Context: an optimization exercise on an open-source flow, tuned for small area, a short achievable clock period and few clock cycles per item. The choices shown serve that exercise and are no tape-out recipe.
At most, simulation tests tie the RTL to the original design; equivalence was not proved.
The RTL of run 3 was laid out without a check of its function.
Power and IR drop assume default switching activity.

==> design.v <==
module huffman(clk, reset, gray_data, gray_valid, CNT_valid, CNT1, CNT2, CNT3, CNT4, CNT5, CNT6,
    code_valid, HC1, HC2, HC3, HC4, HC5, HC6, M1, M2, M3, M4, M5, M6);
input clk;
input reset;
input gray_valid;
input [7:0] gray_data;
output reg CNT_valid;
output [7:0] CNT1, CNT2, CNT3, CNT4, CNT5, CNT6;
output reg code_valid;
output [7:0] HC1, HC2, HC3, HC4, HC5, HC6;
output [7:0] M1, M2, M3, M4, M5, M6;
reg idle, counting, build;    
reg [5:0] sel;
reg [6:0] w[0:5];
reg [2:0] pos[0:5];
reg [4:0] hc[0:5];
reg [4:0] m[0:5];
reg par;         
reg merged;      
reg fin;         
reg comb;        
reg [2:0] ncomb;
integer i;
function lt7(input [6:0] x, input [6:0] z);
	reg [6:0] l, e;
	reg l65, e65, l43, e43, l21, e21, l6to3, e6to3, l2to0;
	begin
		l = ~x & z;
		e = ~(x ^ z);
		l65 = l[6] | (e[6] & l[5]);
		e65 = e[6] & e[5];
		l43 = l[4] | (e[4] & l[3]);
		e43 = e[4] & e[3];
		l21 = l[2] | (e[2] & l[1]);
		e21 = e[2] & e[1];
		l6to3 = l65 | (e65 & l43);
		e6to3 = e65 & e43;
		l2to0 = l21 | (e21 & l[0]);
		lt7 = l6to3 | (e6to3 & l2to0);
	end
endfunction
function [6:0] add7(input [6:0] x, input [6:0] z);
	reg [6:0] g, p, c;
	reg g10, g32, p32, g54, p54;
	begin
		g = x & z;
		p = x ^ z;
		g10 = g[1] | (p[1] & g[0]);
		g32 = g[3] | (p[3] & g[2]);
		p32 = p[3] & p[2];
		g54 = g[5] | (p[5] & g[4]);
		p54 = p[5] & p[4];
		c[0] = 1'b0;
		c[1] = g[0];
		c[2] = g10;
		c[3] = g[2] | (p[2] & g10);
		c[4] = g32 | (p32 & g10);
		c[5] = g[4] | (p[4] & c[4]);
		c[6] = g54 | (p54 & c[4]);
		add7 = p ^ c;
	end
endfunction
reg [6:0] cur, inc;
always @* begin
	cur = 7'd0;
	for (i = 0; i < 6; i = i + 1)
		cur = cur | ({7{sel[i]}} & w[i]);
	for (i = 0; i < 7; i = i + 1)
		inc[i] = cur[i] ^ (&(cur | ~((7'd1 << i) - 7'd1)));
end
reg [4:0] lt;
always @* begin
	for (i = 0; i < 5; i = i + 1)
		lt[i] = lt7(w[i], w[i + 1]);
end
wire in_order = ~|lt;
wire last = fin;
wire [6:0] sum = add7(w[4], w[5]);
reg [4:0] swap;
always @* begin
	for (i = 0; i < 5; i = i + 1) begin
		swap[i] = build && !comb && lt[i] && (merged || (i[0] == par));
	end
end
wire build_nx  = build ? !last : (counting && !gray_valid);
wire merged_nx = build && (merged || comb);
wire fin_nx    = build && comb && (ncomb == 3'd3);
wire comb_nx   = build && !comb && !fin && in_order;
always @(posedge clk or posedge reset) begin
	if (reset) begin
		idle <= 1'b1;
		counting <= 1'b0;
		build <= 1'b0;
		sel <= 6'd0;
		CNT_valid <= 1'b0;
		code_valid <= 1'b0;
	end
	else begin
		idle <= idle ? !gray_valid : last;
		counting <= idle ? gray_valid : (counting && gray_valid);
		build <= build_nx;
		for (i = 0; i < 6; i = i + 1)
			sel[i] <= gray_valid && (gray_data[2:0] == i + 1);
		CNT_valid <= counting && !gray_valid;
		code_valid <= last;
	end
end
always @(posedge clk) begin
	par <= build && !par;
	merged <= merged_nx;
	fin <= fin_nx;
	comb <= comb_nx;
	if (!build)
		ncomb <= 3'd0;
	else if (comb)
		ncomb <= ncomb + 3'd1;
end
reg dn[0:5], up[0:5], hold[0:5];
always @* begin
	for (i = 0; i < 6; i = i + 1) begin
		dn[i] = (i > 0) && (comb ? (i < 5) : swap[i - 1]);
		up[i] = (i < 5) && !comb && swap[i];
		hold[i] = counting ? !sel[i] : (build && !comb && !(i < 5 && swap[i]) && !(i > 0 && swap[i - 1]));
	end
end
always @(posedge clk) begin
	for (i = 0; i < 6; i = i + 1)
		w[i] <= ({7{hold[i]}} & w[i])
		      | ({7{dn[i]}} & w[(i + 5) % 6])
		      | ({7{up[i]}} & w[(i + 1) % 6])
		      | ({7{counting && sel[i]}} & inc)
		      | ({7{comb && i == 5}} & sum)
		      | {7{comb && i == 0}};
end
reg [2:0] np[0:5];
always @* begin
	for (i = 0; i < 6; i = i + 1) begin
		if (comb)
			np[i] = (i >= 4) ? 3'd5 : i + 1;
		else if (i < 5 && swap[i])
			np[i] = i + 1;
		else if (i > 0 && swap[i - 1])
			np[i] = i - 1;
		else
			np[i] = i;
	end
end
always @(posedge clk) begin
	for (i = 0; i < 6; i = i + 1) begin
		if (!build) begin
			pos[i] <= i;
			hc[i] <= 5'd0;
			m[i] <= 5'd0;
		end
		else begin
			pos[i] <= np[pos[i]];
			if ((comb && pos[i][2]) || last) begin
				m[i] <= {m[i][3:0], 1'b1};
				if (last ? pos[i][0] ^ lt[4] : pos[i][0])
					hc[i] <= hc[i] | ({m[i][3:0], 1'b1} & ~m[i]);
			end
		end
	end
end
assign CNT1 = {1'b0, w[0]};
assign CNT2 = {1'b0, w[1]};
assign CNT3 = {1'b0, w[2]};
assign CNT4 = {1'b0, w[3]};
assign CNT5 = {1'b0, w[4]};
assign CNT6 = {1'b0, w[5]};
assign HC1 = {3'b0, hc[0]};
assign HC2 = {3'b0, hc[1]};
assign HC3 = {3'b0, hc[2]};
assign HC4 = {3'b0, hc[3]};
assign HC5 = {3'b0, hc[4]};
assign HC6 = {3'b0, hc[5]};
assign M1 = {3'b0, m[0][4:1], 1'b1};
assign M2 = {3'b0, m[1][4:1], 1'b1};
assign M3 = {3'b0, m[2][4:1], 1'b1};
assign M4 = {3'b0, m[3][4:1], 1'b1};
assign M5 = {3'b0, m[4][4:1], 1'b1};
assign M6 = {3'b0, m[5][4:1], 1'b1};
endmodule
==> flow/run.sh <==
#!/bin/bash
# Standard layout, with two changes: plain buffers (instead of the delay buffers
# buffer_ports picks by default) on the input and output ports, and one tie
# cell per constant value shared by all constant outputs (instead of one per port).
set -euo pipefail
export BUFFER_PORTS_ARGS="-buffer_cell sky130_fd_sc_hd__buf_2"
export SKIP_REPAIR_TIE_FANOUT=1
bash standard.sh > standard_flow.log 2>&1
==> standard.sh <==
#!/bin/bash
# synth_recipe.tcl (not shown) runs the flow's synth.tcl, then flattens the netlist and writes it again
# the make line also repeats each setting of config.mk as NAME=value (left out here)
make -C /OpenROAD-flow-scripts/flow DESIGN_CONFIG=/design/flow/config.mk WORK_HOME=/design/flow/orfs CLKGATE_MAP_FILE= SYNTH_SCRIPT=/design/flow/synth_recipe.tcl "${@:-finish}"
==> config.mk <==
export PLATFORM = sky130hd
export DESIGN_NAME = huffman
export DESIGN_NICKNAME = huffman
export VERILOG_FILES = /design/flow/design.v
export SDC_FILE = /design/flow/constraint.sdc
export NUM_CORES = 4
export LEC_CHECK = 0
export CAP_MARGIN = 20
export CORE_MARGIN = 2
export CORE_UTILIZATION = 55
export CTS_BUF_LIST = sky130_fd_sc_hd__clkbuf_8
export CTS_CLUSTER_SIZE = 30
export SETUP_SLACK_MARGIN = 3.7
export SLEW_MARGIN = 20
export TNS_END_PERCENT = 10
==> constraint.sdc <==
create_clock -name core_clock -period 6.0 [get_ports {clk}]
set_input_delay 1.2000 -clock core_clock [delete_from_list [all_inputs] [get_ports {clk}]]
set_output_delay 1.2000 -clock core_clock [all_outputs]
set_load 0.01 [all_outputs]
==> out/metrics.csv, run 1 <==
metric;value;unit
status;timing/DRC/antenna clean;
Synth Flop Type;dfxtp_1;
GRT Total Usage;0.277;
DRT Wirelength;22300;µm
DR WL/cell;18.9;µm
clock slew at reported path FFs;0.08;ns
largest net degree at the start of global routing;96;
vias in the first global route;6533;
Max FO, Critical Path;6;
initial antenna violation count;0;
DIE WIDTH;123;µm
grt peak-use layer;met2;
grt met3 use;0.0540;
most frequent cell on the critical path;a21oi_2;
Fin. Hold Viols;0;
area grow syn2layout;20.1;%
Yosys cell types;68;
num rows;43;
met2 Use GR;0.444;
critical path's top delay family;compound AO/OA/AOI/OAI gates;
Final Critical Period;2.42;ns
slew margin rel.;0.402;
DRC;0;
Vias per Instance;6.13;
first-pass GRT wire length;33000;µm
Worst-Margin Slew;0.897;ns
asr flop ratio synth;0.0797;
Synth Register Bits;138;
maximum vdd drop;284;µV
Skew-Pair Late Insertion Delay;0.46;ns
endpoints failing setup;0;
Post-synth EDFFs;0;
CTS Sinks;138;
Final nets;1043;
Antenna Violating Nets Remaining;0;
layout cell share with drive strength beyond 1;0.331;
Post-DP HPWL;14100;µm
DR pass1 iterations;7;
Slew Limit Fails;0;
MaxCap Viol Count;0;
initial core utilization;0.562;
crit path cell chain;inv_1 -> ha_1 -> a21oi_2 -> a21oi_2 -> o32a_4 -> or2_4 -> mux4_2 -> a2bb2oi_1 -> nand3_1;
Die Ht;123;µm
worst hold path class;flip-flop to flip-flop;
# hold bufs at CTS;0;
IO Count;157;
dpl cell area;7870;µm²
Final Skew;0.0101;ns
commonest non-fill, non-tap cell in the layout;nand2_1;
area of the mapped netlist;7800;µm²
Initial DRC Count;623;
antenna fix cells;0;
H-Tree Depth;4;
PwrDens;550;nW/µm²
# fillers;1120;
synthesized instance count;917;
setup TNS;0;ns
Post-Syn Nets;972;
WP data arrival;2.81;ns
period utilization;0.403;
CP endpoint kind;flip-flop;
CTS tree;yes;
Worst Path Required;6.39;ns
routability congestion estimate;0.933;
nature of the critical path startpoint;flip-flop;
Avg Synthesized Cell Area;8.51;µm²
die area;15200;µm²
worst-case reg-to-reg path depth;9;
cell depth of the worst setup path;9;
Max Freq;413;MHz
Clock Path Buffers;2;
CP max stage cell;mux4_2;
Worst Hold Depth;2;
vias;7230;
IO Port Bufs;103;
slowest stage delay, CP;0.46;ns
Root Buffer Master;clkbuf_8;
Crit path buffers/inverters;1;
RSZ-0062 raised after global routing;yes;
Worst Path Class, Setup;flip-flop to flip-flop;
commonest cells after routing, fill and taps aside;nand2_1 (123), buf_2 (103), dfxtp_1 (93);
Synth Warn #;15;
grt met1 use;0.366;
leakage power;0.00395;µW
total congestion overflow;0;
core outline area;13900;µm²
sequential share of the synthesized area;0.361;
post-route cell area;9370;µm²
CTS Buf Count;17;
-- synthesized netlist by cell type, drive strengths merged (3+ instances only) --
library cell / count / area share
a32o: 18 / 0.023
and2: 5 / 0.0040
a22oi: 25 / 0.024
dfrtp: 10 / 0.032
xnor2: 6 / 0.0067
o22ai: 4 / 0.0040
o2111ai: 3 / 0.0034
nor2: 35 / 0.017
nand3: 18 / 0.012
o211ai: 4 / 0.0038
o21a: 11 / 0.011
a21boi: 30 / 0.029
nand4b: 6 / 0.0067
nor3: 14 / 0.011
a221oi: 8 / 0.0090
clkbuf: 37 / 0.018
mux2i: 4 / 0.0051
ha: 41 / 0.066
a21o: 6 / 0.0058
dfxtp: 127 / 0.33
fa: 3 / 0.0077
a21oi: 34 / 0.023
inv: 47 / 0.023
nand2b: 30 / 0.024
nand2: 123 / 0.059
o31ai: 4 / 0.0038
or2: 8 / 0.0064
nor2b: 15 / 0.012
buf: 81 / 0.074
and3: 8 / 0.0064
nand4: 5 / 0.0040
o21ai: 71 / 0.046
a221o: 39 / 0.050
-- worst min-delay path, cell delays in order, from the launching register on --
cell and delay [ns]:
dfxtp_1 0.32, nand2_1 0.04, o21ai_0 0.05
-- sequential cells by signal, indices dropped and copies added (netlist names) --
signal      count
CNT_valid       1
build           1
code_valid      1
comb            1
counting        1
fin             1
hc             30
idle            1
m              30
merged          1
ncomb           3
par             1
pos            18
sel             6
w              42
-- cell families (layout without fill, tap and decap cells) --
family	Yosys count	after routing	synth area share
other cells	2	2	0.000963
xor+xnor	7	7	0.00786
buf+inv	166	248	0.115
flops	138	138	0.361
mux	5	5	0.00802
simple gates	277	277	0.172
fa+ha+maj	44	44	0.0734
compound gates	278	279	0.261
-- where the power goes --
part           switching, µW  internal (µW)
combinational           1550           1250
clock                    372            387
sequential               395           1190
-- worst paths after layout --
path                          start        end  slack, ns
max reg2reg                 w[1][2]  pos[3][0]       3.58
min                        hc[1][2]   hc[1][2]       0.45
max in group asynchronous     reset       idle       4.95
min in group asynchronous     reset   counting       0.72
min reg2reg                hc[1][2]   hc[1][2]       0.45
max                         w[1][2]  pos[3][0]       3.58
-- layer usage --
metal,part of all wire,up-vias
met2,0.47,341
li1,-,3380
met5,0,-
met1,0.43,3448
met4,0.031,0
met3,0.074,61
-- area by class of cell --
| type | count | area, µm² | share of cell area |
|---|---|---|---|
| clock buffers | 19 | 262 | 0.0279 |
| clock inverters | 12 | 126 | 0.0135 |
| inverters | 48 | 186 | 0.0199 |
| multi-input cells | 614 | 4580 | 0.489 |
| flip-flops and latches | 138 | 2920 | 0.312 |
| well taps | 180 | 225 | 0.0240 |
| repair buffers | 169 | 1060 | 0.114 |
-- timing repair --
| item | in CTS | in global routing |
|---|---|---|
| pin swaps | 14 | 33 |
| gates resized for setup | 80 | 84 |
| endpoints found under the setup margin | 116 | 108 |
| gates cloned | 1 | 1 |
| setup buffers | 25 | 36 |
-- stage by stage --
step	worst slack, ns	hold slack [ns]	total power (µW)	utilization	std cells
4_1_cts	3.55	0.455	4680	0.629	1143
5_1_grt	3.55	0.481	5440	0.675	1180
3_3_place_gp	2.92	0.429	3550	0.567	1086
3_5_place_dp	2.78	0.437	3630	0.567	1086
2_1_floorplan	3.65	0.400	3030	-	917
6_report	3.58	0.448	5150	0.675	1180
Testbench counts, summed over its fixed seeds: cycles 23,029, frames 192.
==> inputs of run 2 (changes only) <==
--- a/config.mk
+++ b/config.mk
@@ -12,3 +12,3 @@
 export CTS_CLUSTER_SIZE = 30
-export SETUP_SLACK_MARGIN = 3.7
+export SETUP_SLACK_MARGIN = 3.6
 export SLEW_MARGIN = 20
==> run 2 against run 1 <==
Still clean on timing, DRC and antenna. Non-clock buffer count down 28. First-iteration DRC count increased by 9.1%. Synthesized area unchanged. Utilization is 3.2 points lower. Sequential share of layout area grew 1.2 points. Clock-buffer cell count is 2 lower. Global-route usage increased by 0.18 points. Via count shrank 2.3%. Critical path type unchanged.
==> out/metrics.csv, run 2 <==
metric;value;unit;change
antenna fix cells;0;;unchanged
Post-Syn Nets;972;;unchanged
Root Buffer Master;clkbuf_8;;unchanged
critical path's top delay family;simple AND/OR/NAND/NOR gates;;was compound AO/OA/AOI/OAI gates
Synth Warn #;15;;unchanged
crit path to;pos[3][0];;unchanged
Skew-Pair Late Insertion Delay;0.46;ns;about the same
Fin. Hold Viols;0;;unchanged
Synth Register Bits;138;;unchanged
Worst R2R End;pos[3][0];;unchanged
initial antenna violation count;0;;unchanged
post-route cell area;8930;µm²;was 9370 µm²
commonest non-fill, non-tap cell in the layout;nand2_1;;unchanged
maximum vdd drop;228;µV;was 284 µV
top cell type's share of synthesized area;0.326;;unchanged
commonest cells in the netlist;dfxtp_1 (127), nand2_1 (123), buf_4 (72);;unchanged
asr flop ratio synth;0.0797;;unchanged
Top reg by flops;w;;unchanged
Vias per Instance;6.13;;about the same
setup TNS;0;ns;unchanged
H-Tree Depth;4;;unchanged
routability congestion estimate;0.901;;was 0.933
CP max stage cell;nand2b_1;;was mux4_2
largest net degree at the start of global routing;96;;unchanged
Final nets;1015;;was 1043
num rows;43;;unchanged
Avg Synthesized Cell Area;8.51;µm²;unchanged
worst-case reg-to-reg path depth;7;;was 9
CTS Buf Count;17;;unchanged
PwrDens;553;nW/µm²;was 550 nW/µm²
CTS tree;yes;;unchanged
crit path from;build;;was w[1][2]
slowest stage delay, CP;0.50;ns;was 0.46 ns
Worst R2R Start;build;;was w[1][2]
DRC;0;;unchanged
layout cell share with drive strength beyond 1;0.265;;was 0.331
IO Count;157;;unchanged
top cells by area, synth;dfxtp_1 (33%), buf_4 (6.9%), ha_1 (6.6%);;unchanged
worst hold path class;flip-flop to flip-flop;;unchanged
Final Skew;0.0100;ns;was 0.0101 ns
nature of the critical path startpoint;flip-flop;;unchanged
Largest register FFs;42;;unchanged
Max Freq;404;MHz;was 413 MHz
Antenna Violating Nets Remaining;0;;unchanged
vias in the first global route;6488;;was 6533
die area;15200;µm²;unchanged
Final Critical Period;2.47;ns;was 2.42 ns
Worst Path Class, Setup;flip-flop to flip-flop;;unchanged
core outline area;13900;µm²;unchanged
leakage power;0.00379;µW;was 0.00395 µW
Yosys cell types;68;;unchanged
Post-DP HPWL;14300;µm;was 14100 µm
# fillers;1190;;was 1120
commonest cells after routing, fill and taps aside;nand2_1 (123), buf_2 (103), dfxtp_1 (99);;was nand2_1 (123), buf_2 (103), dfxtp_1 (93)
cell depth of the worst setup path;7;;was 9
first-pass GRT wire length;33100;µm;was 33000 µm
DR pass1 iterations;5;;was 7
area of the mapped netlist;7800;µm²;unchanged
sequential share of the synthesized area;0.361;;unchanged
WP data arrival;2.86;ns;was 2.81 ns
MaxCap Viol Count;0;;unchanged
endpoints failing setup;0;;unchanged
Clock Path Buffers;2;;unchanged
initial core utilization;0.562;;unchanged
GRT Total Usage;0.279;;was 0.277
flop-to-flop setup slack;3.53;ns;was 3.58 ns
crit path cell chain;nand2b_1 -> nor2_1 -> o32a_4 -> or2_4 -> mux4_2 -> a2bb2oi_1 -> nand3_1;;was inv_1 -> ha_1 -> a21oi_2 -> a21oi_2 -> o32a_4 -> or2_4 -> mux4_2 -> a2bb2oi_1 -> nand3_1
total congestion overflow;0;;unchanged
DR WL/cell;18.4;µm;was 18.9 µm
Largest regs;w: 42 flops, hc: 30 flops, m: 30 flops;;unchanged
Max FO, Critical Path;10;;was 6
count leader, synth;dfxtp_1;;unchanged
Slew Limit Fails;0;;unchanged
Worst-Margin Slew;0.888;ns;was 0.897 ns
Worst Path Required;6.39;ns;about the same
dpl cell area;7860;µm²;was 7870 µm²
DIE WIDTH;123;µm;unchanged
RSZ-0062 raised after global routing;yes;;unchanged
CTS Sinks;138;;unchanged
DRT Wirelength;21200;µm;was 22300 µm
clock slew at reported path FFs;0.08;ns;about the same
CP endpoint kind;flip-flop;;unchanged
final core utilization;0.643;;was 0.675
period utilization;0.412;;was 0.403
IO Port Bufs;103;;unchanged
Post-synth EDFFs;0;;unchanged
slew margin rel.;0.408;;was 0.402
Synth Flop Type;dfxtp_1;;unchanged
Crit path buffers/inverters;0;;was 1
Die Ht;123;µm;unchanged
status;timing/DRC/antenna clean;;unchanged
synthesized instance count;917;;unchanged
area grow syn2layout;14.4;%;was 20.1%
Initial DRC Count;680;;was 623
vias;7066;;was 7230
Synth area leader;dfxtp_1;;unchanged
[run 2: cell counts after synthesis]
Identical to the previous run, type by type.
[run 2: kinds of logic (layout without fill, tap and decap cells)]
logic type / Yosys count / count (layout) / synth area share
compound gates: 278 / 279 / 0.261
simple gates: 277 / 277 / 0.172
buf+inv: 166 / 221 / 0.115
flops: 138 / 138 / 0.361
fa+ha+maj: 44 / 44 / 0.0734
xor+xnor: 7 / 7 / 0.00786
mux: 5 / 5 / 0.00802
other cells: 2 / 2 / 0.000963
[run 2: repair_timing]
action / 4_1_cts / 5_1_grt
setup endpoints to repair: 90 / 82
hold buffers: 0 / 0
resized for setup: 97 / 8
cloned: 2 / 0
setup buffers: 28 / 5
pin swaps: 17 / 3
[run 2: stage by stage]
step	cells	total power (µW)	hold WS [ns]	setup slack, ns
2_1_floorplan	917	3010	0.400	3.62
3_3_place_gp	1086	3530	0.428	2.82
3_5_place_dp	1086	3630	0.438	2.68
4_1_cts	1148	4850	0.456	3.58
5_1_grt	1153	5240	0.479	3.41
6_report	1153	4940	0.448	3.53
[run 2: report_power, final]
part           total (µW)  internal [µW]  switching [µW]
logic                2500           1090            1410
registers            1570           1180             389
clock network         863            489             373
[run 2: how the worst min path moves through the flow]
| stage | start | to | cells after the start |
|---|---|---|---|
| CTS | hc[2][4] | hc[2][4] | 2 |
| global route | hc[0][4] | hc[0][4] | 2 |
| finish | hc[2][4] | hc[2][4] | 2 |
| detailed placement | hc[2][4] | hc[2][4] | 2 |
| global placement | hc[4][2] | hc[4][2] | 2 |
| floorplan | fin | code_valid | 0 |
[run 2: area by class of cell]
| type | instances | area, µm² | area share |
|---|---|---|---|
| Clock buffer | 17 | 234 | 0.0262 |
| Clock inverter | 15 | 210 | 0.0235 |
| Inverter | 48 | 180 | 0.0202 |
| Timing Repair Buffer | 141 | 842 | 0.0943 |
| Sequential cell | 138 | 2890 | 0.324 |
| Tap cell | 180 | 225 | 0.0252 |
| Multi-Input combinational cell | 614 | 4340 | 0.486 |
[run 2: layer usage]
metal,wire length (µm),up-vias,part of all wire,track usage
met5,0,-,0,0
li1,-,3335,-,-
met2,10100,324,0.47,0.453
met4,552,0,0.026,0.107
met3,1820,50,0.085,0.0637
met1,8790,3357,0.41,0.362
[run 2: worst reg2reg max path: cells and delay by family (launching register included)]
kind | cells | cell delay (ns)
AO/OA/AOI/OAI | 2 | 0.43
multiplexers | 1 | 0.46
AND/OR/NAND/NOR | 4 | 1.11
flip-flops | 1 | 0.40
==> inputs of run 3 (changes only) <==
--- a/design.v
+++ b/design.v
@@ -12,2 +12,3 @@
 reg idle, counting, build;    
+reg [2:0] pix;
 reg [5:0] sel;
@@ -64,2 +65,4 @@
 always @* begin
+	for (i = 0; i < 6; i = i + 1)
+		sel[i] = (pix == i + 1);
 	cur = 7'd0;
@@ -93,3 +96,2 @@
 		build <= 1'b0;
-		sel <= 6'd0;
 		CNT_valid <= 1'b0;
@@ -101,4 +103,2 @@
 		build <= build_nx;
-		for (i = 0; i < 6; i = i + 1)
-			sel[i] <= gray_valid && (gray_data[2:0] == i + 1);
 		CNT_valid <= counting && !gray_valid;
@@ -108,2 +108,3 @@
 always @(posedge clk) begin
+	pix <= gray_data[2:0];
 	par <= build && !par;
--- a/config.mk
+++ b/config.mk
@@ -12,3 +12,3 @@
 export CTS_CLUSTER_SIZE = 30
-export SETUP_SLACK_MARGIN = 3.6
+export SETUP_SLACK_MARGIN = 3.7
 export SLEW_MARGIN = 20
==> run 3 against run 2 <==
Still clean on timing, DRC and antenna. Clock power is 3.5% lower. Final area is 4.7% higher. Power is 19% higher. Synthesized area is 0.34% higher. Worst setup slack better by 0.027 ns. Die area is 0.33% higher. Synthesized cell count is 4.6% higher. Hold slack worse by 0.014 ns. Critical path type unchanged. Largest cell class unchanged.
==> out/metrics.csv, run 3 <==
metric;value;unit;change
status;timing/DRC/antenna clean;;unchanged
crit path cell chain;nor2b_4 -> a22oi_2 -> o22ai_2 -> a21oi_2 -> inv_2 -> ha_4 -> o31ai_4 -> nor2_1 -> ha_2 -> xnor2_4 -> a22o_1 -> a221o_1;;was nand2b_1 -> nor2_1 -> o32a_4 -> or2_4 -> mux4_2 -> a2bb2oi_1 -> nand3_1
Synth Register Bits;135;;was 138
DIE WIDTH;123;µm;about the same
endpoints failing setup;0;;unchanged
area of the mapped netlist;7830;µm²;was 7800 µm²
area grow syn2layout;19.5;%;was 14.4%
Final Critical Period;2.45;ns;was 2.47 ns
Worst-Margin Slew;0.732;ns;was 0.888 ns
Max FO, Critical Path;7;;was 10
Avg Synthesized Cell Area;8.16;µm²;was 8.51 µm²
DRC;0;;unchanged
DR WL/cell;19.4;µm;was 18.4 µm
IO Count;157;;unchanged
DRT Wirelength;23500;µm;was 21200 µm
crit path to;w[5][5];;was pos[3][0]
die area;15200;µm²;about the same
slowest stage delay, CP;0.41;ns;was 0.50 ns
Yosys cell types;68;;unchanged
maximum vdd drop;350;µV;was 228 µV
Initial DRC Count;926;;was 680
GRT Total Usage;0.303;;was 0.279
Synth Flop Type;dfxtp_1;;unchanged
core outline area;13900;µm²;unchanged
Worst R2R Start;pix[0];;was build
RSZ-0062 raised after global routing;yes;;unchanged
worst-case reg-to-reg path depth;12;;was 7
flop-to-flop setup slack;3.55;ns;was 3.53 ns
DR pass1 iterations;6;;was 5
Fin. Hold Viols;0;;unchanged
Largest regs;w: 42 flops, hc: 30 flops, m: 30 flops;;unchanged
Die Ht;123;µm;about the same
post-route cell area;9350;µm²;was 8930 µm²
Skew-Pair Late Insertion Delay;0.46;ns;about the same
largest net degree at the start of global routing;72;;was 96
sequential share of the synthesized area;0.349;;was 0.361
Synth Warn #;15;;unchanged
setup TNS;0;ns;unchanged
Worst Path Class, Setup;flip-flop to flip-flop;;unchanged
# hold bufs at CTS;0;;unchanged
Largest register FFs;42;;unchanged
CTS tree;yes;;unchanged
clock slew at reported path FFs;0.08;ns;about the same
num rows;43;;unchanged
total congestion overflow;0;;unchanged
Hold Crit Start;par;;was hc[2][4]
layout cell share with drive strength beyond 1;0.291;;was 0.265
vias;7544;;was 7066
H-Tree Depth;4;;unchanged
Clock Path Buffers;2;;unchanged
Post-DP HPWL;15100;µm;was 14300 µm
Top reg by flops;w;;unchanged
Root Buffer Master;clkbuf_8;;unchanged
asr flop ratio synth;0.0370;;was 0.0797
vias in the first global route;7035;;was 6488
Worst Path Required;6.34;ns;was 6.39 ns
worst hold path class;flip-flop to flip-flop;;unchanged
CP max stage cell;dfxtp_4;;was nand2b_1
crit path from;pix[0];;was build
commonest cells after routing, fill and taps aside;nand2_1 (134), dfxtp_1 (103), buf_2 (103);;was nand2_1 (123), buf_2 (103), dfxtp_1 (99)
initial core utilization;0.564;;was 0.562
Worst R2R End;w[5][5];;was pos[3][0]
commonest non-fill, non-tap cell in the layout;nand2_1;;unchanged
MaxCap Viol Count;0;;unchanged
Max Freq;409;MHz;was 404 MHz
Slew Limit Fails;0;;unchanged
Post-Syn Nets;1014;;was 972
period utilization;0.408;;was 0.412
routability congestion estimate;0.954;;was 0.901
Final nets;1073;;was 1015
CP endpoint kind;flip-flop;;unchanged
top cell type's share of synthesized area;0.332;;was 0.326
initial antenna violation count;0;;unchanged
# fillers;1223;;was 1190
first-pass GRT wire length;36200;µm;was 33100 µm
leakage power;0.00390;µW;was 0.00379 µW
worst slack at placement;2.50;ns;was 2.68 ns
count leader, synth;nand2_1;;was dfxtp_1
top cells by area, synth;dfxtp_1 (33%), buf_4 (6.9%), ha_1 (6.6%);;unchanged
PwrDens;631;nW/µm²;was 553 nW/µm²
Post-synth EDFFs;0;;unchanged
synthesized instance count;959;;was 917
CTS Sinks;135;;was 138
slew margin rel.;0.512;;was 0.408
Vias per Instance;6.23;;was 6.13
CTS Buf Count;17;;unchanged
setup ws final;3.55;ns;was 3.53 ns
dpl cell area;7910;µm²;was 7860 µm²
IO Port Bufs;103;;unchanged
Synth area leader;dfxtp_1;;unchanged
Final Skew;0.0128;ns;was 0.0100 ns
Antenna Violating Nets Remaining;0;;unchanged
commonest cells in the netlist;nand2_1 (135), dfxtp_1 (130), buf_4 (72);;was dfxtp_1 (127), nand2_1 (123), buf_4 (72)
nature of the critical path startpoint;flip-flop;;unchanged
antenna fix cells;0;;unchanged
WP data arrival;2.79;ns;was 2.86 ns
-- run 3: cell types whose count changed after synthesis, moves of 12 or more --
cell	delta
a21boi_0	-29
a21oi_1	+34
a221o_1	-20
a222oi_1	+16
a22oi_1	-20
a32o_1	-16
nand2_1	+12
nand2b_1	-19
nand3b_1	+34
nor2_1	+18
-- run 3: metrics by stage --
stage,hold WS (ns),power [µW],instances,util
after global placement,0.413,4040,1127,0.570
after detailed placement,0.420,4140,1127,0.570
after floorplan,0.331,3400,959,-
final,0.434,5900,1211,0.674
after CTS,0.433,5430,1192,0.647
after global routing,0.446,6270,1211,0.674
-- run 3: kinds of logic (layout without fill, tap and decap cells) --
logic type / Yosys count / after routing / share of synthesized area
AND/OR/NAND/NOR: 307 / 307 / 0.189
AO/OA/AOI/OAI: 280 / 281 / 0.248
buffers and inverters: 175 / 246 / 0.120
flip-flops: 135 / 135 / 0.349
adder cells (fa/ha/maj): 44 / 44 / 0.0732
multiplexers: 10 / 10 / 0.0133
XOR/XNOR: 6 / 6 / 0.00671
other: 2 / 2 / 0.000959
-- run 3: routing by layer --
layer  global-route usage  up-vias  wire (µm)
li1                     -     3506          -
met1                0.419     3602      10100
met2                0.470      387      10700
met3               0.0641       49       2200
met4                0.103        0        479
met5                    0        -          0
-- run 3: cell type report --
cell class                 instances  area [µm²]  share of cell area
multi-input combinational        650        4630               0.495
sequential                       135        2800               0.299
timing repair buffer             160        1060               0.113
clock buffer                      18         248              0.0265
tap                              180         225              0.0241
inverter                          54         206              0.0221
clock inverter                    14         186              0.0199
-- run 3: worst min-delay path by stage --
stage	end	slack, ns	cells after the start
global route	par	0.45	1
finish	par	0.43	1
CTS	par	0.43	1
floorplan	code_valid	0.33	0
detailed placement	par	0.42	1
global placement	par	0.41	1
-- run 3: power by group --
part | leakage [µW] | switching (µW) | internal (µW)
logic | 0.00254 | 1950 | 1490
clock network | 0.000218 | 399 | 434
registers | 0.00114 | 427 | 1200
-- run 3: worst max-delay path: cells and delay by family (launching register included) --
| family | cells | cell delay, ns |
|---|---|---|
| adder cells (fa/ha/maj) | 2 | 0.41 |
| buffers and inverters | 1 | 0.07 |
| AO/OA/AOI/OAI | 6 | 1.01 |
| XOR/XNOR | 1 | 0.18 |
| AND/OR/NAND/NOR | 2 | 0.25 |
| flip-flops | 1 | 0.41 |
-- run 3: repair_timing --
action	in CTS	in global routing
pin swaps	21	18
endpoints found under the setup margin	122	115
resized for setup	100	52
gates cloned	1	2
buffers inserted	32	17
hold endpoints to repair	0	0
==> inputs of run 4 (changes only) <==
--- a/design.v
+++ b/design.v
@@ -12,3 +12,2 @@
 reg idle, counting, build;    
-reg [2:0] pix;
 reg [5:0] sel;
@@ -65,4 +64,2 @@
 always @* begin
-	for (i = 0; i < 6; i = i + 1)
-		sel[i] = (pix == i + 1);
 	cur = 7'd0;
@@ -96,2 +93,3 @@
 		build <= 1'b0;
+		sel <= 6'd0;
 		CNT_valid <= 1'b0;
@@ -103,2 +101,4 @@
 		build <= build_nx;
+		for (i = 0; i < 6; i = i + 1)
+			sel[i] <= gray_valid && (gray_data[2:0] == i + 1);
 		CNT_valid <= counting && !gray_valid;
@@ -108,3 +108,2 @@
 always @(posedge clk) begin
-	pix <= gray_data[2:0];
 	par <= build && !par;
==> flow/run.sh (replaced) <==
#!/bin/bash
# Standard layout, with three changes: plain buffers (instead of the delay
# buffers buffer_ports picks by default) on the input and output ports, one tie
# cell per constant value shared by all constant outputs (instead of one per
# port), and a clock tree without dummy loads.
set -euo pipefail
export BUFFER_PORTS_ARGS="-buffer_cell sky130_fd_sc_hd__buf_2"
export SKIP_REPAIR_TIE_FANOUT=1
export CTS_ARGS="-sink_clustering_enable -repair_clock_nets -sink_clustering_size 30 -buf_list sky130_fd_sc_hd__clkbuf_8 -dont_use_dummy_load"
bash standard.sh > standard_flow.log 2>&1
--- a/config.mk
+++ b/config.mk
@@ -12,3 +12,3 @@
 export CTS_CLUSTER_SIZE = 30
-export SETUP_SLACK_MARGIN = 3.7
+export SETUP_SLACK_MARGIN = 3.6
 export SLEW_MARGIN = 20
==> run 4 against run 3 <==
Sequential power shrank 2%. First-iteration DRC count shrank 20%. Synthesized cell count shrank 4.4%. Flip-flop and latch count grew 3. Die area shrank 0.32%. Routed wire length shrank 7.4%. Clock power shrank 33%. Hold slack gained 0.0028 ns. Critical path depth shrank 2. Utilization shrank 1.6 points. Sequential share of layout area grew 2.0 points. Final area shrank 2.4%. Largest power group unchanged. Highest routed layer unchanged.
==> out/metrics.csv, run 4 <==
metric;value;unit;change
status;timing/DRC/antenna clean;;unchanged
antenna fix cells;0;;unchanged
Worst Path Required;6.34;ns;about the same
nature of the critical path startpoint;flip-flop;;unchanged
placed cell count;1086;;was 1127
Logic pwr share;0.559;;was 0.583
asr flop ratio synth;0.0797;;was 0.0370
GRT Total Usage;0.272;;was 0.303
IO Count;157;;unchanged
leakage power;0.00383;µW;was 0.00390 µW
CP endpoint kind;flip-flop;;unchanged
Max Freq;410;MHz;was 409 MHz
Avg Synthesized Cell Area;8.51;µm²;was 8.16 µm²
DRT Wirelength;21800;µm;was 23500 µm
Worst-Margin Slew;0.940;ns;was 0.732 ns
vias in the first global route;6357;;was 7035
first-pass GRT wire length;32100;µm;was 36200 µm
Fin. Hold Viols;0;;unchanged
Largest register FFs;42;;unchanged
Die Ht;123;µm;about the same
Slew Limit Fails;0;;unchanged
Clock Path Buffers;2;;unchanged
Synth Warn #;15;;unchanged
Post-synth EDFFs;0;;unchanged
area of the mapped netlist;7800;µm²;was 7830 µm²
MaxCap Viol Count;0;;unchanged
Yosys cell types;68;;unchanged
worst hold path class;flip-flop to flip-flop;;unchanged
CTS Sinks;138;;was 135
CTS Buf Count;17;;unchanged
count leader, synth;dfxtp_1;;was nand2_1
Synth area leader;dfxtp_1;;unchanged
Largest regs;w: 42 flops, hc: 30 flops, m: 30 flops;;unchanged
CTS tree;yes;;unchanged
Synth Flop Type;dfxtp_1;;unchanged
Hold Crit Start;hc[2][4];;was par
commonest non-fill, non-tap cell in the layout;nand2_1;;unchanged
endpoints failing setup;0;;unchanged
H-Tree Depth;4;;unchanged
Antenna Violating Nets Remaining;0;;unchanged
synthesized instance count;917;;was 959
top cells by area, synth;dfxtp_1 (33%), buf_4 (6.9%), ha_1 (6.6%);;unchanged
Max FO, Critical Path;8;;was 7
slowest stage delay, CP;0.41;ns;about the same
total congestion overflow;0;;unchanged
Post-Syn Nets;972;;was 1014
Finished Layout Cells;1161;;was 1211
initial antenna violation count;0;;unchanged
DRC;0;;unchanged
setup TNS;0;ns;unchanged
crit path cell chain;inv_1 -> ha_1 -> nand3_1 -> a21oi_4 -> o31a_1 -> o21ai_4 -> buf_6 -> mux2i_4 -> and2_1 -> a32o_1;;was nor2b_4 -> a22oi_2 -> o22ai_2 -> a21oi_2 -> inv_2 -> ha_4 -> o31ai_4 -> nor2_1 -> ha_2 -> xnor2_4 -> a22o_1 -> a221o_1
DIE WIDTH;123;µm;about the same
PwrDens;533;nW/µm²;was 631 nW/µm²
DR pass1 iterations;6;;unchanged
IO Port Bufs;103;;unchanged
vias;7167;;was 7544
commonest cells after routing, fill and taps aside;nand2_1 (122), buf_2 (105), dfxtp_1 (98);;was nand2_1 (134), dfxtp_1 (103), buf_2 (103)
crit path from;w[4][5];;was pix[0]
num rows;43;;unchanged
Synth Register Bits;138;;was 135
clock share of power;0.115;;was 0.141
RSZ-0062 raised after global routing;yes;;unchanged
register share of total power;0.326;;was 0.276
# fillers;1165;;was 1223
core outline area;13900;µm²;unchanged
WP data arrival;2.78;ns;was 2.79 ns
Pint;2650;µW;was 3120 µW
clock slew at reported path FFs;0.07;ns;was 0.08 ns
Top reg by flops;w;;unchanged
Initial DRC Count;737;;was 926
Skew-Pair Late Insertion Delay;0.46;ns;about the same
Final Critical Period;2.44;ns;was 2.45 ns
layout cell share with drive strength beyond 1;0.302;;was 0.291
sequential share of the synthesized area;0.361;;was 0.349
Post-DP HPWL;14300;µm;was 15100 µm
routability congestion estimate;0.901;;was 0.954
slew margin rel.;0.374;;was 0.512
CP max stage cell;dfxtp_4;;unchanged
Root Buffer Master;clkbuf_8;;unchanged
commonest cells in the netlist;dfxtp_1 (127), nand2_1 (123), buf_4 (72);;was nand2_1 (135), dfxtp_1 (130), buf_4 (72)
initial core utilization;0.562;;was 0.564
Final nets;1038;;was 1073
Final Skew;0.0260;ns;was 0.0128 ns
area grow syn2layout;17.0;%;was 19.5%
period utilization;0.406;;was 0.408
top cell type's share of synthesized area;0.326;;was 0.332
Switching Share;0.456;;was 0.471
Worst R2R Start;w[4][5];;was pix[0]
hold_ws;0.437;ns;was 0.434 ns
DR WL/cell;18.8;µm;was 19.4 µm
Switching Power;2220;µW;was 2780 µW
Vias per Instance;6.17;;was 6.23
die area;15200;µm²;about the same
maximum vdd drop;253;µV;was 350 µV
largest net degree at the start of global routing;96;;was 72
Worst Path Class, Setup;flip-flop to flip-flop;;unchanged
-- run 4: cell types whose count changed in the layout (fill, tap and decap cells not counted), moves of 17 or more --
cell / delta
a21boi_0: +29
a21oi_1: -29
a221o_1: +20
a22oi_1: +21
nand2b_1: +20
nand3b_1: -34
nor2_1: -17
-- run 4: path summary, 6_finish.rpt --
kind,endpoint,slack [ns],cells after the start
setup reg to reg,hc[0][1],3.56,10
hold / removal,hc[2][4],0.44,2
min in group asynchronous,CNT_valid,0.72,2
hold reg to reg,hc[2][4],0.44,2
setup / recovery,hc[0][1],3.56,10
max in group asynchronous,sel[1],4.96,2
-- run 4: layout make-up --
| class | instances | area [µm²] | share of cell area |
|---|---|---|---|
| flip-flops and latches | 138 | 2920 | 0.320 |
| clock buffers | 17 | 234 | 0.0256 |
| well taps | 180 | 225 | 0.0247 |
| repair buffers | 164 | 1030 | 0.113 |
| inverters | 48 | 184 | 0.0202 |
| multi-input cells | 614 | 4540 | 0.497 |
-- run 4: kinds of logic (layout without fill, tap and decap cells) --
logic type	after synthesis	count (layout)	synth area share
adders and majority gates	44	44	0.0734
AOI/OAI and AO/OA	278	279	0.261
xor gates and xnor gates	7	7	0.00786
and+or+nand+nor	277	277	0.172
other	2	2	0.000963
buffers and inverters	166	229	0.115
DFF	138	138	0.361
muxes	5	5	0.00802
-- run 4: through the flow --
step / cell area (µm²) / power [µW] / setup WS, ns / util
detailed placement: 7860 / 3630 / 2.68 / 0.566
global placement: 7860 / 3530 / 2.82 / 0.566
floorplan: 7800 / 3010 / 3.62 / -
CTS: 8340 / 4400 / 3.45 / 0.601
global route: 9130 / 5170 / 3.51 / 0.658
finish: 9130 / 4870 / 3.56 / 0.658
-- run 4: power by group through the flow --
stage,sequential (µW),clock (µW),combinational (µW)
2_1_floorplan,1440,0,1580
4_1_cts,1560,571,2280
5_1_grt,1630,612,2930
6_report,1590,558,2720
3_3_place_gp,1540,0,1980
3_5_place_dp,1560,0,2060
-- run 4: critical path: cells and delay by family (launching register included) --
kind | cells | cell delay (ns)
adder cells (fa/ha/maj) | 1 | 0.34
flip-flops | 1 | 0.41
multiplexers | 1 | 0.18
buffers and inverters | 2 | 0.25
AND/OR/NAND/NOR | 2 | 0.33
AO/OA/AOI/OAI | 4 | 0.81
-- run 4: repair_timing --
item	in CTS	in global routing
setup endpoints to repair	90	91
gates resized for setup	59	97
pin swaps	8	26
gates cloned	1	1
buffers inserted	10	46
hold buffers	0	0
-- run 4: metal layers --
metal	part of all wire	up-vias	GRT usage
met3	0.084	61	0.0567
met1	0.41	3379	0.355
li1	-	3368	-
met5	0	-	0
met2	0.48	359	0.450
met4	0.027	0	0.0909
Testbench counts of run 4, summed over its fixed seeds: cycles 23,029, frames 192.
==> inputs of run 5 (changes only) <==
--- a/design.v
+++ b/design.v
@@ -134,15 +134,2 @@
 end
-reg [2:0] np[0:5];
-always @* begin
-	for (i = 0; i < 6; i = i + 1) begin
-		if (comb)
-			np[i] = (i >= 4) ? 3'd5 : i + 1;
-		else if (i < 5 && swap[i])
-			np[i] = i + 1;
-		else if (i > 0 && swap[i - 1])
-			np[i] = i - 1;
-		else
-			np[i] = i;
-	end
-end
 always @(posedge clk) begin
@@ -150,3 +137,3 @@
 		if (!build) begin
-			pos[i] <= i;
+			pos[i] <= i ^ (i >> 1);
 			hc[i] <= 5'd0;
@@ -155,3 +142,7 @@
 		else begin
-			pos[i] <= np[pos[i]];
+			pos[i][0] <= pos[i][0] ^ (comb ? !(^pos[i]) :
+			             ((pos[i][2:1] == 2'b00 && swap[0]) || (pos[i][2:1] == 2'b01 && swap[2]) ||
+			              (pos[i][2:1] == 2'b11 && swap[4])));
+			pos[i][1] <= pos[i][1] ^ (!pos[i][2] && pos[i][0] && (comb ? !pos[i][1] : swap[1]));
+			pos[i][2] <= pos[i][2] ^ (!pos[i][0] && pos[i][1] && (comb ? !pos[i][2] : swap[3]));
 			if ((comb && pos[i][2]) || last) begin
==> flow/run.sh (replaced) <==
#!/bin/bash
# Standard layout, with two changes: plain buffers (instead of the delay buffers
# buffer_ports picks by default) on the input and output ports, and one tie
# cell per constant value shared by all constant outputs (instead of one per port).
set -euo pipefail
export BUFFER_PORTS_ARGS="-buffer_cell sky130_fd_sc_hd__buf_2"
export SKIP_REPAIR_TIE_FANOUT=1
bash standard.sh > standard_flow.log 2>&1
==> run 5 against run 4 <==
Sequential share of layout area about the same. First-iteration DRC count is 3.4% higher. Final area down 2.2%. Global-route usage is 0.053 points lower. Still clean. Sequential power up 3%. Clock skew decreased by 0.014 ns. Power is 3.2% higher. Synthesized cell count is 3.6% higher. Clock-buffer cell count is the same.
==> out/metrics.csv, run 5 <==
metric;value;unit;change
DR WL/cell;19.1;µm;was 18.8 µm
asr flop ratio synth;0.0797;;unchanged
Final Skew;0.0119;ns;was 0.0260 ns
Clock Path Buffers;2;;unchanged
Final Critical Period;2.48;ns;was 2.44 ns
DRC;0;;unchanged
H-Tree Depth;4;;unchanged
Post-synth EDFFs;0;;unchanged
PwrDens;563;nW/µm²;was 533 nW/µm²
antenna fix cells;0;;unchanged
critical path's top delay family;compound AO/OA/AOI/OAI gates;;unchanged
Final nets;1025;;was 1038
slowest stage delay, CP;0.45;ns;was 0.41 ns
layout cell share with drive strength beyond 1;0.230;;was 0.302
CTS tree;yes;;unchanged
top cell type's share of synthesized area;0.313;;was 0.326
Worst R2R End;w[0][5];;was hc[0][1]
flop-to-flop setup slack;3.52;ns;was 3.56 ns
# fillers;1307;;was 1165
Synth Warn #;12;;was 15
core outline area;14500;µm²;was 13900 µm²
IO Port Bufs;103;;unchanged
IO Count;157;;unchanged
CP endpoint kind;flip-flop;;unchanged
largest net degree at the start of global routing;48;;was 96
placed cell count;1110;;was 1086
DRT Wirelength;22200;µm;was 21800 µm
crit path from;sel[0];;was w[4][5]
count leader, synth;dfxtp_1;;unchanged
Initial DRC Count;762;;was 737
Worst R2R Start;sel[0];;was w[4][5]
CTS Buf Count;17;;unchanged
routability congestion estimate;0.940;;was 0.901
setup TNS;0;ns;unchanged
CP max stage cell;dfrtp_2;;was dfxtp_4
MaxCap Viol Count;0;;unchanged
RSZ-0062 raised after global routing;yes;;unchanged
CTS Sinks;138;;unchanged
Total Power;5020;µW;was 4870 µW
total congestion overflow;0;;unchanged
status;timing/DRC/antenna clean;;unchanged
area of the mapped netlist;8130;µm²;was 7800 µm²
period utilization;0.413;;was 0.406
commonest non-fill, non-tap cell in the layout;dfxtp_1;;was nand2_1
synthesized instance count;950;;was 917
worst hold path class;flip-flop to flip-flop;;unchanged
Crit path buffers/inverters;3;;was 2
endpoints failing setup;0;;unchanged
maximum vdd drop;304;µV;was 253 µV
crit path cell chain;buf_4 -> buf_4 -> a22oi_1 -> nand3_1 -> ha_4 -> inv_2 -> a31oi_2 -> and2_4 -> ha_4 -> xnor2_4 -> o21ai_1 -> a221o_1;;was inv_1 -> ha_1 -> nand3_1 -> a21oi_4 -> o31a_1 -> o21ai_4 -> buf_6 -> mux2i_4 -> and2_1 -> a32o_1
sequential share of the synthesized area;0.347;;was 0.361
Largest regs;w: 42 flops, hc: 30 flops, m: 30 flops;;unchanged
worst-case reg-to-reg path depth;12;;was 10
num rows;44;;was 43
Antenna Violating Nets Remaining;0;;unchanged
GRT Total Usage;0.272;;about the same
Largest register FFs;42;;unchanged
cell depth of the worst setup path;12;;was 10
vias in the first global route;6712;;was 6357
Worst Path Class, Setup;flip-flop to flip-flop;;unchanged
Max FO, Critical Path;2;;was 8
Synth Flop Type;dfxtp_1;;unchanged
Vias per Instance;6.36;;was 6.17
Worst-Margin Slew;0.976;ns;was 0.940 ns
first-pass GRT wire length;35100;µm;was 32100 µm
Max Freq;403;MHz;was 410 MHz
Avg Synthesized Cell Area;8.56;µm²;was 8.51 µm²
hold_ws;0.429;ns;was 0.437 ns
Synth Register Bits;138;;unchanged
top cells by area, synth;dfxtp_1 (31%), ha_1 (7.2%), buf_4 (6.7%);;was dfxtp_1 (33%), buf_4 (6.9%), ha_1 (6.6%)
Synth area leader;dfxtp_1;;unchanged
leakage power;0.00390;µW;was 0.00383 µW
Yosys cell types;61;;was 68
initial core utilization;0.561;;was 0.562
crit path to;w[0][5];;was hc[0][1]
initial antenna violation count;0;;unchanged
Die Ht;126;µm;was 123 µm
Root Buffer Master;clkbuf_8;;unchanged
area grow syn2layout;9.76;%;was 17.0%
Post-DP HPWL;14700;µm;was 14300 µm
Slew Limit Fails;0;;unchanged
Finished Layout Cells;1161;;unchanged
slew margin rel.;0.350;;was 0.374
clock slew at reported path FFs;0.08;ns;was 0.07 ns
worst slack at placement;2.87;ns;was 2.68 ns
vias;7382;;was 7167
setup ws final;3.52;ns;was 3.56 ns
Post-Syn Nets;1011;;was 972
commonest cells after routing, fill and taps aside;dfxtp_1 (112), buf_2 (103), nand2_1 (82);;was nand2_1 (122), buf_2 (105), dfxtp_1 (98)
die area;15800;µm²;was 15200 µm²
Fin. Hold Viols;0;;unchanged
Worst Path Required;6.35;ns;was 6.34 ns
Top reg by flops;w;;unchanged
Worst Hold Depth;1;;was 2
# hold bufs at CTS;0;;unchanged
DIE WIDTH;126;µm;was 123 µm
Skew-Pair Late Insertion Delay;0.46;ns;about the same
WP data arrival;2.83;ns;was 2.78 ns
commonest cells in the netlist;dfxtp_1 (127), nand2_1 (84), buf_4 (73);;was dfxtp_1 (127), nand2_1 (123), buf_4 (72)
nature of the critical path startpoint;flip-flop;;unchanged
DR pass1 iterations;9;;was 6
-- run 5: cell count changes after synthesis, moves of 24 or more --
| cell | delta |
|---|---|
| nand4b_1 | +40 |
| o21ai_0 | -37 |
| nand2b_1 | -24 |
| nor2_1 | +37 |
| o311ai_1 | +25 |
| nand2_1 | -39 |
| a21boi_0 | -30 |
-- run 5: cell type report --
| type | count | area, µm² | area share |
|---|---|---|---|
| multi-input combinational | 625 | 4540 | 0.509 |
| sequential | 138 | 2850 | 0.320 |
| timing repair buffer | 124 | 689 | 0.0773 |
| clock buffer | 17 | 234 | 0.0262 |
| tap | 184 | 230 | 0.0258 |
| inverter | 58 | 218 | 0.0244 |
| clock inverter | 15 | 154 | 0.0172 |
-- run 5: worst min-delay path by stage --
stage / from / endpoint / slack, ns
finish: par / par / 0.43
global route: par / par / 0.48
CTS: par / par / 0.43
detailed placement: par / par / 0.41
global placement: par / par / 0.41
floorplan: fin / code_valid / 0.33
-- run 5: metrics by stage --
stage / util / instance area, µm²
after floorplan: - / 8140
after global placement: 0.561 / 8120
final: 0.616 / 8920
after global routing: 0.616 / 8920
after CTS: 0.605 / 8760
after detailed placement: 0.561 / 8120
-- run 5: where the power goes --
part           switching (µW)  internal (µW)  total (µW)
clock network             387            369         757
logic                    1620           1020        2630
registers                 431           1200        1630
total                    2440           2590        5020
-- run 5: repair_timing --
action	4_1_cts	5_1_grt
pin swaps	7	17
cloned	2	0
buffers inserted	11	6
hold endpoints to repair	0	0
endpoints found under the setup margin	92	96
gates resized for setup	39	36
-- run 5: logic make-up after synthesis --
kind of cell / count (synthesis) / synth area share
multiplexers: 21 / 0.0259
buffers and inverters: 189 / 0.125
XOR/XNOR: 14 / 0.0151
adder cells (fa/ha/maj): 50 / 0.0797
AO/OA/AOI/OAI: 225 / 0.204
AND/OR/NAND/NOR: 311 / 0.203
flip-flops: 138 / 0.347
other: 2 / 0.000924
-- run 5: per-layer routing --
metal / GRT usage / routed length (µm) / up-vias
li1: - / - / 3484
met1: 0.389 / 10000 / 3534
met2: 0.414 / 9940 / 322
met3: 0.0612 / 1800 / 42
met4: 0.0732 / 410 / 0
met5: 0 / 0 / -
Testbench counts of run 5, summed over its fixed seeds: cycles 23,029, frames 192.
==> inputs of run 6 (changes only) <==
--- a/config.mk
+++ b/config.mk
@@ -12,3 +12,3 @@
 export CTS_CLUSTER_SIZE = 30
-export SETUP_SLACK_MARGIN = 3.6
+export SETUP_SLACK_MARGIN = 3.5
 export SLEW_MARGIN = 20
==> run 6 against run 5 <==
Still clean. Non-clock buffer count shrank 3. Hold slack gained 0.0055 ns. Sequential share of layout area grew 0.091 points. Final area shrank 0.59%. Largest cell class unchanged.
==> out/metrics.csv, run 6 <==
metric;value;unit;change
CTS Buf Count;17;;unchanged
initial core utilization;0.561;;unchanged
Worst-Margin Slew;0.977;ns;was 0.976 ns
top cells by area, synth;dfxtp_1 (31%), ha_1 (7.2%), buf_4 (6.7%);;unchanged
vias;7295;;was 7382
initial antenna violation count;0;;unchanged
Worst Hold Depth;1;;unchanged
post-route cell area;8870;µm²;was 8920 µm²
commonest cells after routing, fill and taps aside;dfxtp_1 (114), buf_2 (103), nand2_1 (81);;was dfxtp_1 (112), buf_2 (103), nand2_1 (82)
largest net degree at the start of global routing;64;;was 48
area grow syn2layout;9.11;%;was 9.76%
Finished Layout Cells;1156;;was 1161
DRC;0;;unchanged
H-Tree Depth;4;;unchanged
antenna fix cells;0;;unchanged
synthesized instance count;950;;unchanged
endpoints failing setup;0;;unchanged
WP data arrival;2.77;ns;was 2.83 ns
Slew Limit Fails;0;;unchanged
IO Port Bufs;103;;unchanged
Worst R2R End;w[3][5];;was w[0][5]
Skew-Pair Late Insertion Delay;0.44;ns;was 0.46 ns
CTS Sinks;138;;unchanged
worst hold path class;flip-flop to flip-flop;;unchanged
routability congestion estimate;0.947;;was 0.940
status;timing/DRC/antenna clean;;unchanged
nature of the critical path startpoint;flip-flop;;unchanged
Total Power;5040;µW;was 5020 µW
asr flop ratio synth;0.0797;;unchanged
Yosys cell types;61;;unchanged
Largest regs;w: 42 flops, hc: 30 flops, m: 30 flops;;unchanged
MaxCap Viol Count;0;;unchanged
Vias per Instance;6.31;;was 6.36
num rows;44;;unchanged
flop-to-flop setup slack;3.53;ns;was 3.52 ns
layout cell share with drive strength beyond 1;0.217;;was 0.230
maximum vdd drop;261;µV;was 304 µV
Worst R2R Start;sel[1];;was sel[0]
slew margin rel.;0.348;;was 0.350
count leader, synth;dfxtp_1;;unchanged
leakage power;0.00388;µW;was 0.00390 µW
clock slew at reported path FFs;0.08;ns;about the same
setup TNS;0;ns;unchanged
# hold bufs at CTS;0;;unchanged
Synth Warn #;12;;unchanged
PwrDens;568;nW/µm²;was 563 nW/µm²
Synth Flop Type;dfxtp_1;;unchanged
DR pass1 iterations;8;;was 9
period utilization;0.411;;was 0.413
core outline area;14500;µm²;unchanged
total congestion overflow;0;;unchanged
first-pass GRT wire length;34700;µm;was 35100 µm
Final nets;1020;;was 1025
Final Skew;0.0103;ns;was 0.0119 ns
area of the mapped netlist;8130;µm²;unchanged
Worst Hold End;par;;unchanged
Final Critical Period;2.47;ns;was 2.48 ns
Synth Register Bits;138;;unchanged
Synth area leader;dfxtp_1;;unchanged
sequential share of the synthesized area;0.347;;unchanged
Avg Synthesized Cell Area;8.56;µm²;unchanged
dpl cell area;8110;µm²;was 8120 µm²
top cell type's share of synthesized area;0.313;;unchanged
Post-synth EDFFs;0;;unchanged
CP endpoint kind;flip-flop;;unchanged
DRT Wirelength;21500;µm;was 22200 µm
DIE WIDTH;126;µm;unchanged
Antenna Violating Nets Remaining;0;;unchanged
GRT Total Usage;0.266;;was 0.272
Worst Path Class, Setup;flip-flop to flip-flop;;unchanged
Max Freq;405;MHz;was 403 MHz
Top reg by flops;w;;unchanged
RSZ-0062 raised after global routing;yes;;unchanged
Root Buffer Master;clkbuf_8;;unchanged
commonest non-fill, non-tap cell in the layout;dfxtp_1;;unchanged
Post-Syn Nets;1011;;unchanged
DR WL/cell;18.6;µm;was 19.1 µm
Hold Crit Start;par;;unchanged
Clock Path Buffers;2;;unchanged
Largest register FFs;42;;unchanged
Worst Path Required;6.31;ns;was 6.35 ns
placed cell count;1110;;unchanged
vias in the first global route;6784;;was 6712
crit path from;sel[1];;was sel[0]
CTS tree;yes;;unchanged
# fillers;1315;;was 1307
worst-case reg-to-reg path depth;12;;unchanged
Post-DP HPWL;14800;µm;was 14700 µm
Max FO, Critical Path;4;;was 2
Fin. Hold Viols;0;;unchanged
IO Count;157;;unchanged
Initial DRC Count;700;;was 762
commonest cells in the netlist;dfxtp_1 (127), nand2_1 (84), buf_4 (73);;unchanged
Die Ht;126;µm;unchanged
die area;15800;µm²;unchanged
[run 6: cell counts after synthesis]
No cell type changed its count.
[run 6: per-stage QoR]
step | setup slack, ns | utilization | hold WS [ns]
finish | 3.53 | 0.613 | 0.435
CTS | 3.48 | 0.601 | 0.431
global placement | 2.76 | 0.560 | 0.407
detailed placement | 2.72 | 0.560 | 0.418
global route | 3.38 | 0.613 | 0.456
floorplan | 3.50 | - | 0.331
[run 6: area by class of cell]
class | instances | area (µm²) | share of cell area
clock buffer | 17 | 234 | 0.0264
clock inverter | 15 | 201 | 0.0227
inverter | 58 | 218 | 0.0245
multi-input combinational | 623 | 4460 | 0.503
sequential | 138 | 2850 | 0.321
tap | 184 | 230 | 0.0260
timing repair buffer | 121 | 679 | 0.0766
[run 6: how the worst max path moves through the flow]
stage,endpoint,slack (ns),depth (start not counted)
after floorplan,w[2][5],3.50,13
after global placement,pos[4][0],2.76,8
after detailed placement,pos[5][0],2.72,8
after CTS,w[2][0],3.48,8
after global routing,w[2][5],3.38,12
final,w[3][5],3.53,12
[run 6: power breakdown]
group          switching [µW]  internal [µW]
registers                 436           1200
clock network             415            428
logic                    1570            989
[run 6: logic make-up (layout without fill, tap and decap cells)]
| kind of cell | count (synthesis) | after routing | synth area share |
|---|---|---|---|
| AOI/OAI and AO/OA | 225 | 225 | 0.204 |
| adders and majority gates | 50 | 50 | 0.0797 |
| muxes | 21 | 21 | 0.0259 |
| other | 2 | 2 | 0.000924 |
| and+or+nand+nor | 311 | 311 | 0.203 |
| buffers and inverters | 189 | 211 | 0.125 |
| xor gates and xnor gates | 14 | 14 | 0.0151 |
| DFF | 138 | 138 | 0.347 |
[run 6: timing repair]
action	CTS	global route
pin swaps	2	12
buffers inserted	9	5
gates resized for setup	27	36
setup endpoints to repair	88	72
[run 6: critical path: stages, from the launching register on]
cell	delay [ns]
dfrtp_2	0.45
a22oi_2	0.20
nand2_2	0.09
a221oi_4	0.23
inv_2	0.10
ha_4	0.18
inv_2	0.04
a31oi_2	0.04
and2_4	0.17
ha_4	0.19
xor2_4	0.21
a222oi_1	0.31
o21ai_0	0.14
[run 6: routing by layer]
layer  vias up  wire length, µm  share of wire  track usage
met2       287             9690           0.45        0.402
li1       3457                -              -            -
met1      3528             9890           0.46        0.385
met5         -                0              0            0
met3        23             1660          0.077       0.0625
met4         0              256          0.012       0.0634
==> inputs of run 7 (changes only) <==
--- a/config.mk
+++ b/config.mk
@@ -12,3 +12,3 @@
 export CTS_CLUSTER_SIZE = 30
-export SETUP_SLACK_MARGIN = 3.5
+export SETUP_SLACK_MARGIN = 3.7
 export SLEW_MARGIN = 20
==> run 7 against run 6 <==
Sequential power barely moved. Worst setup slack better by 0.057 ns. Register-to-register slack gained 0.08 ns. Critical endpoint is now CNT5[1].
==> out/metrics.csv, run 7 <==
metric;value;unit;change
status;timing/DRC/antenna clean;;unchanged
DR WL/cell;19.0;µm;was 18.6 µm
DIE WIDTH;126;µm;unchanged
top cells by area, synth;dfxtp_1 (31%), ha_1 (7.2%), buf_4 (6.7%);;unchanged
Worst Path Required;4.80;ns;was 6.31 ns
H-Tree Depth;4;;unchanged
num rows;44;;unchanged
Die Ht;126;µm;unchanged
core outline area;14500;µm²;unchanged
count leader, synth;dfxtp_1;;unchanged
top cell type's share of synthesized area;0.313;;unchanged
sequential share of the synthesized area;0.347;;unchanged
Largest regs;w: 42 flops, hc: 30 flops, m: 30 flops;;unchanged
CTS tree;yes;;unchanged
Synth area leader;dfxtp_1;;unchanged
IO Count;157;;unchanged
crit path cell chain;buf_2;;was a22oi_2 -> nand2_2 -> a221oi_4 -> inv_2 -> ha_4 -> inv_2 -> a31oi_2 -> and2_4 -> ha_4 -> xor2_4 -> a222oi_1 -> o21ai_0
Post-Syn Nets;1011;;unchanged
Vias per Instance;6.35;;was 6.31
Synth Flop Type;dfxtp_1;;unchanged
slowest stage delay, CP;0.56;ns;was 0.45 ns
Final Skew;0.0170;ns;was 0.0103 ns
area of the mapped netlist;8130;µm²;unchanged
Max FO, Critical Path;8;;was 4
Switching Power;2510;µW;was 2430 µW
Sequential Area;2860;µm²;was 2850 µm²
Fin. Hold Viols;0;;unchanged
RSZ-0062 raised after global routing;yes;;unchanged
GRT Total Usage;0.273;;was 0.266
Skew-Pair Late Insertion Delay;0.45;ns;was 0.44 ns
CP endpoint kind;output port;;was flip-flop
routability congestion estimate;0.954;;was 0.947
# hold bufs at CTS;0;;unchanged
Slew Limit Fails;0;;unchanged
Top reg by flops;w;;unchanged
Yosys cell types;61;;unchanged
CTS Sinks;138;;unchanged
commonest cells in the netlist;dfxtp_1 (127), nand2_1 (84), buf_4 (73);;unchanged
dpl cell area;8130;µm²;was 8110 µm²
maximum vdd drop;260;µV;was 261 µV
final core utilization;0.634;;was 0.613
Crit path buffers/inverters;1;;was 2
post-route cell area;9170;µm²;was 8870 µm²
nature of the critical path startpoint;flip-flop;;unchanged
largest net degree at the start of global routing;56;;was 64
post-synthesis mux area share;0.0259;;unchanged
first-pass GRT wire length;35500;µm;was 34700 µm
Root Buffer Master;clkbuf_8;;unchanged
area grow syn2layout;12.9;%;was 9.11%
leakage power;0.00401;µW;was 0.00388 µW
initial antenna violation count;0;;unchanged
Post-synth EDFFs;0;;unchanged
Synth Register Bits;138;;unchanged
Final nets;1040;;was 1020
Worst Path Class, Setup;flip-flop to output port;;was flip-flop to flip-flop
Max Freq;415;MHz;was 405 MHz
Post-DP HPWL;14700;µm;was 14800 µm
IO Port Bufs;103;;unchanged
CTS Buf Count;17;;unchanged
Logic pwr share;0.539;;was 0.509
compound-cell area share of the yosys netlist;0.204;;unchanged
worst hold path class;flip-flop to flip-flop;;unchanged
met3 wire length;1770;µm;was 1660 µm
Post-Synth Adder-Cell Area;0.0797;;unchanged
synthesized instance count;950;;unchanged
commonest cells after routing, fill and taps aside;dfxtp_1 (107), buf_2 (103), nand2_1 (81);;was dfxtp_1 (114), buf_2 (103), nand2_1 (81)
PwrDens;563;nW/µm²;was 568 nW/µm²
CP max stage cell;dfxtp_1;;was dfrtp_2
met2 routed wirelength;10300;µm;was 9690 µm
WP data arrival;1.21;ns;was 2.77 ns
Worst-Margin Slew;0.965;ns;was 0.977 ns
layout cell share with drive strength beyond 1;0.254;;was 0.217
die area;15800;µm²;unchanged
endpoints failing setup;0;;unchanged
DRT Wirelength;22300;µm;was 21500 µm
asr flop ratio synth;0.0797;;unchanged
initial core utilization;0.561;;unchanged
Switching Share;0.485;;was 0.481
critical path's top delay family;flip-flops;;was compound AO/OA/AOI/OAI gates
register share of total power;0.314;;was 0.324
Largest register FFs;42;;unchanged
slew margin rel.;0.357;;was 0.348
area of the multi-input gates;4600;µm²;was 4460 µm²
total congestion overflow;0;;unchanged
antenna fix cells;0;;unchanged
MaxCap Viol Count;0;;unchanged
vias;7469;;was 7295
Antenna Violating Nets Remaining;0;;unchanged
largest family of logic cells by synthesized area;compound AO/OA/AOI/OAI gates;;unchanged
Pint;2660;µW;was 2620 µW
DR top layer;met4;;unchanged
area share of and/or/nand/nor cells after synthesis;0.203;;unchanged
DRC;0;;unchanged
# fillers;1261;;was 1315
XOR/XNOR Fraction of Synth Area;0.0151;;unchanged
Initial DRC Count;826;;was 700
Clock Path Buffers;2;;unchanged
vias in the first global route;6778;;was 6784
commonest non-fill, non-tap cell in the layout;dfxtp_1;;unchanged
clock slew at reported path FFs;0.08;ns;about the same
clock share of power;0.147;;was 0.167
routed metal-1 wirelength;9960;µm;was 9890 µm
period utilization;0.402;;was 0.411
DR pass1 iterations;10;;was 8
Avg Synthesized Cell Area;8.56;µm²;unchanged
Final Critical Period;2.41;ns;was 2.47 ns
setup TNS;0;ns;unchanged
Synth Warn #;12;;unchanged
run 7: routing by layer:
metal | vias to the layer above | GRT usage
li1 | 3525 | -
met1 | 3605 | 0.390
met2 | 307 | 0.432
met3 | 32 | 0.0492
met4 | 0 | 0.0621
met5 | - | 0
run 7: metrics by stage:
| stage | hold slack (ns) | worst slack (ns) | total power, µW | std cells |
|---|---|---|---|---|
| after floorplan | 0.331 | 3.62 | 3340 | 950 |
| after global placement | 0.407 | 2.87 | 3900 | 1110 |
| after detailed placement | 0.422 | 2.81 | 3980 | 1110 |
| after CTS | 0.436 | 3.55 | 4960 | 1161 |
| after global routing | 0.462 | 3.48 | 5530 | 1176 |
| final | 0.439 | 3.59 | 5160 | 1176 |
run 7: path summary, 6_finish.rpt:
kind | slack, ns | end | start | depth (start not counted)
max | 3.59 | CNT5[1] | w[4][1] | 1
min | 0.44 | par | par | 1
max reg2reg | 3.61 | w[1][5] | sel[1] | 12
min reg2reg | 0.44 | par | par | 1
max in group asynchronous | 4.96 | idle | reset | 2
min in group asynchronous | 0.72 | sel[3] | reset | 2
run 7: cell families (layout without fill, tap and decap cells):
family | count (synthesis) | count (layout)
AOI/OAI and AO/OA | 225 | 227
xor gates and xnor gates | 14 | 14
adders and majority gates | 50 | 50
buffers and inverters | 189 | 229
DFF | 138 | 138
muxes | 21 | 21
other | 2 | 2
and+or+nand+nor | 311 | 311
run 7: final cells by class:
cell class	instances	share of cell area
multi-input combinational	625	0.502
sequential	138	0.312
timing repair buffer	139	0.0951
clock buffer	17	0.0255
tap	184	0.0251
inverter	58	0.0237
clock inverter	15	0.0168
run 7: repair_timing:
action,CTS,global route
resized for setup,44,58
endpoints found under the setup margin,123,137
cloned,3,0
buffers inserted,16,15
pin swaps,10,24
run 7: power by group through the flow:
stage | Sequential [µW] | Clock, µW | Combinational [µW]
final | 1620 | 759 | 2780
after detailed placement | 1620 | 0 | 2350
after floorplan | 1510 | 0 | 1830
after global placement | 1610 | 0 | 2290
after CTS | 1610 | 769 | 2580
after global routing | 1660 | 819 | 3050

static timing again, ports no longer ideal:
Ports are ideal in the flow. The routed layouts listed here were re-timed in OpenROAD.
Step 1 sets driving cells, clkbuf_16 on the clock port and buf_2 on the other inputs (assumed; they add their load-dependent delay and slew).
Step 2 adds t to the input delays and takes it off the output delays; t is the mean of the earliest and latest rising clock arrival at the registers after step 1. Input paths then give back, and output paths get back, about the clock's delay inside the block.
Slacks: no drivers / after step 1 / after step 2; pairs: no drivers / after step 1.
| run | shift t [ns] | setup slack, ns | worst hold slack (ns) | clock arrival spread, ns | worst data-port slew with drivers (ns) |
|---|---|---|---|---|---|
| run 1 | 0.480 | 3.580 / 3.580 / 3.580 | 0.448 / 0.448 / 0.448 | 0.010 / 0.010 | 0.03 |
| run 2 | 0.484 | 3.527 / 3.527 / 3.527 | 0.448 / 0.448 / 0.448 | 0.010 / 0.010 | 0.03 |
| run 3 | 0.484 | 3.554 / 3.542 / 3.554 | 0.434 / 0.434 / 0.434 | 0.013 / 0.013 | 0.03 |
| run 4 | 0.472 | 3.563 / 3.563 / 3.563 | 0.437 / 0.437 / 0.437 | 0.026 / 0.026 | 0.03 |
| run 5 | 0.482 | 3.520 / 3.520 / 3.520 | 0.429 / 0.429 / 0.429 | 0.012 / 0.012 | 0.03 |
| run 6 | 0.464 | 3.534 / 3.534 / 3.534 | 0.435 / 0.435 / 0.435 | 0.011 / 0.011 | 0.03 |
| run 7 | 0.474 | 3.591 / 3.563 / 3.611 | 0.439 / 0.439 / 0.439 | 0.017 / 0.017 | 0.03 |
After both steps every run listed still meets setup and hold.
